What follows belongs to an exercise in optimizing a design on an open flow for small area; a production flow would make more cautious choices. Where RTL was checked, it was by simulation tests only, not by an equivalence proof against the original. Only the layout flow was run in run 2; the RTL was not checked for function there. Power figures rest on the tool's default switching activity, not on a simulated workload.

### flow/config.mk
export PLATFORM = sky130hd
export DESIGN_NAME = deja_glitch_power
export DESIGN_NICKNAME = deja_glitch_power
export VERILOG_FILES = /design/flow/design.v
export SDC_FILE = /design/flow/constraint.sdc
export NUM_CORES = 4
export LEC_CHECK = 0
export CAP_MARGIN = 20
export CORE_MARGIN = 2
export CORE_UTILIZATION = 40
export PLACE_DENSITY = 0.6
export SLEW_MARGIN = 20
### flow/constraint.sdc
create_clock -name core_clock -period 6.0 [get_ports {clk_i}]
set_input_delay 1.2000 -clock core_clock [delete_from_list [all_inputs] [get_ports {clk_i}]]
set_output_delay 1.2000 -clock core_clock [all_outputs]
set_load 0.01 [all_outputs]
### flow/design.v
module deja_glitch_power (
	input	wire	clk_i,
	input	wire	rst_i,
	input	wire	stb_i,
	input	wire	we_i,
	input	wire	[3:0] adr_i,
	input	wire	[7:0] dat_i,
	output	reg		ack_o,
	output	reg		[7:0] dat_o,
	input	wire	run_i,	 
	output	reg		power_o
	);
reg		[15:0]	run_cnt;
reg		[15:0]	iter_cnt;	 
reg		[3:0]	state;
reg		[7:0]	size;		 
reg		[7:0]	step;		 
reg				finished;	 
always @ (posedge clk_i)
begin
	power_o		<= power_o;
	run_cnt		<= run_cnt;
	iter_cnt	<= iter_cnt;
	state		<= state;
	size		<= size;
	step		<= step;
	finished	<= finished;
	ack_o		<= 1'b0;
	dat_o		<= dat_o;
	if(rst_i)
	begin
		size		<= 8'd1;
		step		<= 8'd1;
		finished	<= 1'b0;
		power_o		<= 1'b1;
		dat_o		<= 8'd0;
		ack_o		<= 1'b0;
		run_cnt		<= 16'd0;
		iter_cnt	<= 16'd0;
		state		<= 4'd0;
	end
	else
	begin
		if(stb_i && we_i)
		begin
			case(adr_i)
				4'd0:
				begin
					size <= dat_i;
					ack_o <= 1'b1;
				end
				4'd1:
				begin
					step <= dat_i;
					ack_o <= 1'b1;
				end
				default:
				begin
					dat_o <= 8'd0;
					ack_o <= 1'b0;
				end
			endcase
		end
		else if(stb_i && !we_i)
		begin
			case(adr_i)
				4'd0:
				begin
					dat_o <= size;
					ack_o <= 1'b1;
				end
				4'd1:
				begin
					dat_o <= step;
					ack_o <= 1'b1;
				end
				4'd2:
				begin
					dat_o <= {7'd0, finished};
					ack_o <= 1'b1;
				end
				default:
				begin
					dat_o <= 8'd0;
					ack_o <= 1'b0;
				end
			endcase
		end
		case(state)
			4'd0:
			begin
				power_o <= 1'b1;
				finished <= 1'b0;
				if(run_i)
				begin
					if((iter_cnt * step) == 16'd0)
					begin
						power_o <= 1'b0;
					end
					run_cnt <= 16'd1;  
					state <= 4'd1;
				end
			end
			4'd1:
			begin
				run_cnt <= (run_cnt + 16'd1);
				if(!run_i)
				begin
					state <= 4'd2;
				end
				else if(run_cnt == (iter_cnt * step))
				begin
					power_o <= 1'b0;
				end
				else if(run_cnt == ((iter_cnt * step) + size))
				begin
					power_o <= 1'b1;
					state <= 4'd3;
				end
			end
			4'd3:
			begin
				if(!run_i)
				begin
					iter_cnt <= iter_cnt + 16'd1;
					state <= 4'd0;
				end
			end
			4'd2:
			begin
				iter_cnt <= iter_cnt + 16'd1;
				power_o <= 1'b1;
				finished <= 1'b1;
				state <= 4'd0;
			end
		endcase
	end
end
endmodule
### flow/run.sh
#!/bin/bash
# synth_recipe.tcl (not shown) runs the flow's synth.tcl, then flattens the netlist and writes it again
# the make line also repeats each setting of config.mk as NAME=value (left out here)
make -C /OpenROAD-flow-scripts/flow DESIGN_CONFIG=/design/flow/config.mk WORK_HOME=/design/flow/orfs CLKGATE_MAP_FILE= SYNTH_SCRIPT=/design/flow/synth_recipe.tcl finish
==> summary.txt, run 1 <==
* Outcome: no timing/DRC/antenna violations
* Routed Antenna Nets at 0
* Syn nets at approximately 860
* Number of global-route vias before repair at 5,411
* Hold WS at just over 500 ps
* DR iter-0 viols at ~230
* Post-synthesis cell type count at 83
* Peak VDD IR at between 0.15 and 0.2 mV
* Die X at 132 um
* Least-Margin Pin Slew at approximately 960 ps
* Final period demand of the worst path at around 5800 ps
* Via count at roughly 5,400
* Initial Util at between 40% and 50%
* Cell accounting for the most synthesized area: dfxtp_1
* Met1 Resource Use GR at a little over a quarter
* Antenna cells at 0
* Layout cells sized above 1 at between 10% and 20%
* Setup_tns at 0 ps
* Critical path's largest stage delay at between 500 and 600 ps
* Fin crit share at between 90% and 100%
* Top post-synthesis cells by area: dfxtp_1, fa_1, ha_1
* Placed Cells incl. Taps at 1,011
* HP Class: reg -> reg
* Synth warn at 1
* CTS tree: built
* Via-to-Cell Ratio at between 5 and 6
* Routed wire length per instance at approximately 16 um
* Layer with the highest usage: met2
* Main flop type after synthesis: dfxtp_1
* CP most frequent cell: fa_1
* Worst path bufs/invs at 3
* Worst-path cell chain: buf_2 -> buf_4 -> and2_1 -> fa_1 -> inv_1 -> fa_1 -> fa_1 -> fa_1 -> xor2_1 -> xnor2_1 -> xnor2_1 -> xnor3_2 -> xnor3_1 -> or4_4 -> a2111oi_4 -> nand3_2 -> a31o_1 -> a221oi_2
* Relative slew slack at 36.0%
* Cts bufs inserted at 9
* Commonest cells post-synth: nand2_1, inv_1, nor2_1
* Die area at 17,400 um^2
* Place WS at -101 ps
* Synthesis-stage register bit count at 61
* CTS clock-pin slew for the worst setup and hold paths at around 60 ps
* Setup crit start kind: flop
* CP required at between 6000 and 7000 ps
* Routed WL at 16,200 um
* CTS Root Cell: clkbuf_16
* Core Region at around 16,000 um^2
* Max cap viols at 0
* Clock sinks at a little over 60
* Synth Instances at ~750
* CP delay by family, top: adder cells
* I/O Buffers at 26
* I/O pins at 27
* Crit. End Element: flop
* Slowest stage cell, crit path: or4_4
* DR DRC count at 0
* Post-route non-filler standard cell count at slightly above 1,000
* Pin count of the biggest net entering global routing at 50
* Final hold violations at 0
* Final Net Count at 923
* Seq/Total Area, Yosys at about a fifth
* Max-slew violation count at 0
* Dominant cell by count in the synthesized netlist: nand2_1
* First-pass GRT wire length at 27,200 um
* Achievable frequency at 172 MHz
* Syn avg cell area at between 8 and 9 um^2
* Total GRT Usage at between 15 and 20%
* Post-synth EDFFs at 0
* WP data arrival at about 6100 ps
* Crit Path Category: reg -> reg
* GRT overflow at 0
* P&R area growth vs syn at 18.8%
* Setup-failing EPs final at 0
* Dpl hpwl at approximately 13,000 um
* Share of the synthesized area in the top cell type at between 10% and 20%
* Pleak at 3.18 nW
* Die height at around 130 um
* Initial antenna violation count at 0
* Worst-Skew Late Latency at around 340 ps
* Worst Slack Setup Final at about 200 ps
* Gpl congestion at about 0.89
* Clk_skew at between 10 and 15 ps
* Total power per unit cell area at roughly 170 nW/um^2
* Ys async rst share at 0%
* Met2 usage in global routing at between 30% and 40%
* Mapped Area at around 6500 um^2
* H-tree levels at 3
* Fill count at between 1,500 and 2,000
* Worst Path Max Fanout at 7
* Hold Buf Count CTS at 0
* Max Root-Sink Buffers at 2
* DR pass1 iterations at 5
* Grt met3 use at around 2.3%
* R2r setup slk at ~200 ps
* # rows at 46
-- routing by layer --
layer  part of all wire, %  vias up
li1                      -     2598
met1                    47     2614
met5                     0        -
met3                   4.1       24
met2                    46      120
met4                   2.3        0
-- registers in the layout, indices dropped and copies added, names as in the netlist --
name and count:
ack_o 1, dat_o 8, step 8, power_o 1, iter_cnt 16, size 8, finished 1, state 2
run_cnt 16
-- area by class of cell --
| class | instances | area [um^2] | share of cell area, % |
|---|---|---|---|
| multi-input cells | 572 | 4970 | 63.9 |
| repair buffers | 84 | 692 | 8.91 |
| clock buffers | 9 | 225 | 2.90 |
| clock inverters | 7 | 62.6 | 0.805 |
| inverters | 79 | 297 | 3.82 |
| well taps | 216 | 270 | 3.48 |
| flip-flops and latches | 61 | 1250 | 16.2 |
-- kinds of logic after synthesis --
family / Yosys count / share of synthesized area (%)
buffers and inverters: 114 / 6.95
AND/OR/NAND/NOR: 270 / 20.2
AO/OA/AOI/OAI: 109 / 13.6
multiplexers: 23 / 3.64
XOR/XNOR: 71 / 11.0
adder cells (fa/ha/maj): 99 / 26.0
flip-flops: 61 / 18.7
-- placed cells by master, fill, tap and decap left out, types with 8 or more instances in the layout --
master,netlist,layout
a22oi_1,9,9
xnor2_1,34,34
o21ai_0,15,13
clkbuf_16,0,9
nand4_1,8,8
nor2_1,63,63
mux2i_1,17,17
nand3_1,17,16
and2_1,41,41
xor2_1,30,29
a21o_1,9,9
buf_4,2,56
a21oi_1,16,13
fa_1,61,60
ha_1,38,35
nand2_1,87,87
clkdlybuf4s50_1,0,25
dfxtp_1,61,48
nor3_1,8,8
inv_1,79,79
-- repair_timing --
item,CTS,global route
setup buffers,0,1
resized for setup,9,35
setup endpoints to repair,3,3
pin swaps,0,9
-- worst register-to-register path: stages, from the launching register on --
cell and delay (ps):
dfxtp_4 370, buf_2 160, buf_4 160, and2_1 170
fa_1 510, inv_1 50, fa_1 470, fa_1 530
fa_1 440, xor2_1 160, xnor2_1 200, xnor2_1 160
xnor3_2 370, xnor3_1 420, or4_4 560, a2111oi_4 370
nand3_2 160, a31o_1 250, a221oi_2 200
-- final timing paths --
check | start | to | cells after the start
max | step[3]$_SDFFE_PP0P_ | state[0]$_SDFFE_PP0P_ | 18
min | iter_cnt[15]$_SDFFE_PP0P_ | iter_cnt[15]$_SDFFE_PP0P_ | 2
max reg2reg | step[3]$_SDFFE_PP0P_ | state[0]$_SDFFE_PP0P_ | 18
min reg2reg | iter_cnt[15]$_SDFFE_PP0P_ | iter_cnt[15]$_SDFFE_PP0P_ | 2
-- per-stage QoR --
stage	util [%]	power [mW]	cell area [um^2]
floorplan	-	0.722	6540
global placement	46.0	0.813	7330
detailed placement	46.0	0.823	7330
CTS	47.9	1.33	7640
global route	48.7	1.39	7770
finish	48.7	1.32	7770
-- power breakdown --
part / total (mW) / internal, mW / switching, mW
Clock: 0.502 / 0.288 / 0.214
Sequential: 0.449 / 0.423 / 0.0256
Combinational: 0.373 / 0.168 / 0.204
==> inputs of run 2 (changes only) <==
==> flow/design.v (replaced) <==
module deja_glitch_power (
	input	wire	clk_i,
	input	wire	rst_i,
	input	wire	stb_i,
	input	wire	we_i,
	input	wire	[3:0] adr_i,
	input	wire	[7:0] dat_i,
	output	reg		ack_o,
	output	reg		[7:0] dat_o,
	input	wire	run_i,
	output	reg		power_o
	);
localparam IDLE = 2'd0, RUN = 2'd1, FIN = 2'd2, RUN_IDLE = 2'd3;
reg	[15:0]	run_cnt;
reg	[15:0]	nit;
reg	[1:0]	state;
reg	[7:0]	size;
reg	[7:0]	step;
reg			finished;
wire [15:0] diff = run_cnt + nit * step;
wire hi0 = (diff[15:8] == 8'd0);
wire eq0 = hi0 && (diff[7:0] == 8'd0);
wire eqs = hi0 && (diff[7:0] == size);
always @(posedge clk_i) begin
	ack_o <= 1'b0;
	if (rst_i) begin
		size <= 8'd1;
		step <= 8'd1;
		finished <= 1'b0;
		power_o <= 1'b1;
		dat_o <= 8'd0;
		run_cnt <= 16'd0;
		nit <= 16'd0;
		state <= IDLE;
	end else begin
		if (stb_i) begin
			if (we_i) begin
				if (adr_i == 4'd0) size <= dat_i;
				if (adr_i == 4'd1) step <= dat_i;
				if (adr_i[3:1] == 3'd0) ack_o <= 1'b1;
				else dat_o <= 8'd0;
			end else begin
				case (adr_i)
				4'd0: dat_o <= size;
				4'd1: dat_o <= step;
				4'd2: dat_o <= {7'd0, finished};
				default: dat_o <= 8'd0;
				endcase
				ack_o <= (adr_i < 4'd3);
			end
		end
		finished <= (state == FIN);
		run_cnt <= (state == RUN) ? run_cnt + 16'd1 : {15'd0, (state == IDLE) & run_i};
		case (state)
		IDLE: begin
			power_o <= !(run_i && eq0);
			if (run_i) state <= RUN;
		end
		RUN: begin
			if (!run_i) state <= FIN;
			else if (eq0) power_o <= 1'b0;
			else if (eqs) begin
				power_o <= 1'b1;
				state <= RUN_IDLE;
			end
		end
		RUN_IDLE: begin
			if (!run_i) begin
				nit <= nit - 16'd1;
				state <= IDLE;
			end
		end
		FIN: begin
			nit <= nit - 16'd1;
			power_o <= 1'b1;
			state <= IDLE;
		end
		endcase
	end
end
endmodule
==> summary.txt, run 2 <==
* Die height at 127 um (was 132 um)
* Initial antenna violation count at 0 (unchanged)
* Routed metal-1 wire length at 6470 um (was 7630 um)
* Critical path's largest stage delay at 580 ps (was 560 ps)
* I/O Buffers at 26 (unchanged)
* Max cap viols at 0 (unchanged)
* Synth Instances at 690 (was 747)
* CTS clock-pin slew for the worst setup and hold paths at 60 ps (about the same)
* Hold WS at 499 ps (was 513 ps)
* Max-slew violation count at 0 (unchanged)
* Via count at 4,584 (was 5,356)
* Mapped Area at 6020 um^2 (was 6540 um^2)
* HP Class: reg -> reg (unchanged)
* WP data arrival at 5840 ps (was 6050 ps)
* Setup Fix Bufs, Post-CTS at 0 (unchanged)
* Setup_tns at 0 ps (unchanged)
* P&R area growth vs syn at 11.2% (was 18.8%)
* CP Depth at 18 (unchanged)
* Routed WL at 14,200 um (was 16,200 um)
* Seq/Total Area, Yosys at 20.3% (was 18.7%)
* Total GRT Usage at 18.7% (was 19.2%)
* Pin count of the biggest net entering global routing at 43 (was 50)
* Gpl congestion at 0.916 (was 0.888)
* Setup-failing EPs final at 0 (unchanged)
* Unrepaired setup endpoints after global routing: no
* Sw Share at 33.4% (was 33.5%)
* DR pass1 iterations at 4 (was 5)
* Post-Layout Inst Area at 6700 um^2 (was 7770 um^2)
* Syn nets at 813 (was 863)
* Worst hold path depth at 2 (unchanged)
* Least-Margin Pin Slew at 909 ps (was 960 ps)
* Final Util at 45.7% (was 48.7%)
* Fin crit share at 93.1% (was 96.7%)
* Clock share of power at 36.8% (was 37.9%)
* Place WS at 433 ps (was -101 ps)
* P_sw at 0.440 mW (was 0.444 mW)
* Commonest cells post-synth: nand2_1, inv_1, fa_1 (was nand2_1, inv_1, nor2_1)
* Dominant cell by count in the synthesized netlist: nand2_1 (unchanged)
* Pleak at 2.65 nW (was 3.18 nW)
* Initial Util at 41.1% (was 41.0%)
* Int Power at 0.877 mW (was 0.880 mW)
* Post-CTS sizing at 0 (was 9)
* Relative slew slack at 38.9% (was 36.0%)
* Post-synth EDFFs at 0 (unchanged)
* Number of global-route vias before repair at 4,746 (was 5,411)
* CTS tree: built (unchanged)
* Antenna cells at 0 (unchanged)
* Peak VDD IR at 0.171 mV (was 0.166 mV)
* Slowest stage cell, crit path: fa_1 (was or4_4)
* Post-route non-filler standard cell count at 888 (was 1,028)
* CP delay by family, top: adder cells (unchanged)
* Area of the multi-input gates at 4320 um^2 (was 4970 um^2)
* Routed Antenna Nets at 0 (unchanged)
* Hold Buf Count CTS at 0 (unchanged)
* FF/Latch Area at 1220 um^2 (was 1250 um^2)
* Largest registers: nit (16), run_cnt (16) (was iter_cnt (16), run_cnt (16))
* Worst-path cell chain: and2_1 -> fa_1 -> inv_1 -> fa_1 -> inv_1 -> fa_1 -> inv_1 -> fa_1 -> inv_1 -> ha_1 -> and3_4 -> a2111oi_2 -> a32o_1 -> o32ai_1 -> nor4_2 -> nand2_1 -> or4b_1 -> a311oi_1 (was buf_2 -> buf_4 -> and2_1 -> fa_1 -> inv_1 -> fa_1 -> fa_1 -> fa_1 -> xor2_1 -> xnor2_1 -> xnor2_1 -> xnor3_2 -> xnor3_1 -> or4_4 -> a2111oi_4 -> nand3_2 -> a31o_1 -> a221oi_2)
* Fill count at 1,427 (was 1,514)
* CTS Root Cell: clkbuf_16 (unchanged)
* Dpl cell area at 6420 um^2 (was 7330 um^2)
* Worst path bufs/invs at 4 (was 3)
* I/O pins at 27 (unchanged)
* Dpl hpwl at 11,400 um (was 12,900 um)
* First-pass GRT wire length at 23,600 um (was 27,200 um)
* Total power per unit cell area at 197 nW/um^2 (was 170 nW/um^2)
* # rows at 44 (was 46)
* Main flop type after synthesis: dfxtp_1 (unchanged)
* Path depth of the worst reg2reg path at 18 (unchanged)
* Share of the synthesized area in the top cell type at 24.6% (was 18.7%)
* Placed Cells incl. Taps at 872 (was 1,011)
* DR DRC count at 0 (unchanged)
* Crit. End Element: flop (unchanged)
* Clk_skew at 7.96 ps (was 11.1 ps)
* Core Region at 14,600 um^2 (was 15,900 um^2)
* Met3 wire len at 720 um (was 665 um)
* Die X at 127 um (was 132 um)
* Final period demand of the worst path at 5590 ps (was 5800 ps)
* Worst-Skew Late Latency at 340 ps (about the same)
* Top routing layer in use: met4 (unchanged)
* Ys async rst share at 0% (unchanged)
* Most common cell after layout, fill and taps aside: nand2_1 (unchanged)
* Crit Path Category: reg -> reg (unchanged)
* Die area at 16,100 um^2 (was 17,400 um^2)
* Most frequent cells in the layout: nand2_1, inv_1, fa_1, nor2_1, dfxtp_1 (was nand2_1, inv_1, nor2_1, fa_1, buf_4)
* Synthesis-stage register bit count at 61 (unchanged)
* GRT overflow at 0 (unchanged)
* Post-synthesis cell type count at 59 (was 83)
* Final Net Count at 822 (was 923)
* CP required at 6250 ps (about the same)
* Part of the power in registers at 36.7% (was 33.9%)
* DR iter-0 viols at 248 (was 227)
* Syn avg cell area at 8.73 um^2 (was 8.75 um^2)
* Worst Slack Setup Final at 411 ps (was 201 ps)
* Top post-synthesis cells by area: fa_1, dfxtp_1, ha_1 (was dfxtp_1, fa_1, ha_1)
* Layout cells sized above 1 at 5.40% (was 17.9%)
* Setup crit start kind: flop (unchanged)
* Routed wire length per instance at 16.0 um (was 15.7 um)
* WL met2 at 6630 um (was 7500 um)
* Cell accounting for the most synthesized area: fa_1 (was dfxtp_1)
* Clock sinks at 61 (unchanged)
* Worst Path Max Fanout at 14 (was 7)
* Max Root-Sink Buffers at 2 (unchanged)
* Tot Pwr at 1.32 mW (about the same)
* Combinational share of power at 26.4% (was 28.1%)
* Achievable frequency at 179 MHz (was 172 MHz)
* Cts bufs inserted at 9 (unchanged)
* H-tree levels at 3 (unchanged)
* Final hold violations at 0 (unchanged)
* Synth warn at 1 (unchanged)
* Outcome: no timing/DRC/antenna violations (unchanged)
* Via-to-Cell Ratio at 5.16 (was 5.21)
==> run 2: cell types whose count changed in the layout (fill, tap and decap cells not counted), moves of 5 or more <==
cell,delta
inv_1,+9
nand4_1,-5
dfxtp_4,-7
xor2_1,-12
buf_4,-49
nand2_1,+5
nand3_1,-8
dfxtp_1,+13
dfxtp_2,-6
nor3_1,+6
fa_1,+14
and2_1,-9
a211o_1,-5
==> run 2: cell families (layout without fill, tap and decap cells) <==
logic type	after synthesis	after routing	share of synthesized area (%)
xor gates and xnor gates	53	53	8.16
DFF	61	61	20.3
AOI/OAI and AO/OA	71	71	8.21
muxes	28	28	4.82
buffers and inverters	123	137	7.94
and+or+nand+nor	248	248	19.4
adders and majority gates	106	106	31.2
==> run 2: path summary, 6_finish.rpt <==
check             slack, ps                   from                    end
hold / removal          500  run_cnt[7]$_SDFF_PP0_  run_cnt[7]$_SDFF_PP0_
setup reg to reg        410   step[4]$_SDFFE_PP0P_  state[1]$_SDFFE_PP0P_
hold reg to reg         500  run_cnt[7]$_SDFF_PP0_  run_cnt[7]$_SDFF_PP0_
setup / recovery        410   step[4]$_SDFFE_PP0P_  state[1]$_SDFFE_PP0P_
==> run 2: worst reg2reg max path: cells and delay by family (launching register included) <==
family / cells / cell delay, ps
adder cells (fa/ha/maj): 5 / 2500
AND/OR/NAND/NOR: 5 / 1350
buffers and inverters: 4 / 220
AO/OA/AOI/OAI: 4 / 980
flip-flops: 1 / 480
==> run 2: cell type report <==
cell class                 count  area share [%]
inverter                      88            4.93
multi-input combinational    506            64.6
sequential                    61            18.2
clock inverter                 5           0.542
clock buffer                  11            3.62
tap                          184            3.44
timing repair buffer          33            4.67
==> run 2: routing by layer <==
layer / GRT usage [%] / vias up
li1: - / 2229
met5: 0 / -
met2: 30.0 / 94
met1: 24.8 / 2235
met3: 4.05 / 26
met4: 7.63 / 0
==> run 2: power by group through the flow <==
stage	logic [mW]	registers [mW]	clock network, mW
after global placement	0.336	0.489	0
after floorplan	0.289	0.456	0
after CTS	0.351	0.483	0.495
final	0.348	0.483	0.485
after detailed placement	0.348	0.491	0
after global routing	0.391	0.490	0.513

afterwards: timing with drivers on the ports:
No port has a modelled driver above. Below, the same layouts with a new extraction and two added sets of constraints.
Step 1, drivers: a clkbuf_16 drives clk_i and a buf_2 each remaining input, both assumed.
Step 2 times the ports against the registers' clock, not the clock port: input delays grow and output delays shrink by t, the midpoint of the rising clock arrivals with the driver on.
Slacks: no drivers / after step 1 / after step 2; pairs: no drivers / after step 1.
| run | t, ns | slack for setup (ns) | worst hold slack (ns) | worst setup path at the end | cell pins on the clock port's net |
|---|---|---|---|---|---|
| run 1 | 0.372 | 0.201 / 0.201 / 0.201 | 0.513 / 0.513 / 0.513 | register to register | 1 |
| run 2 | 0.378 | 0.411 / 0.411 / 0.411 | 0.499 / 0.499 / 0.499 | register to register | 1 |
After both steps setup and hold are still met in every run listed.
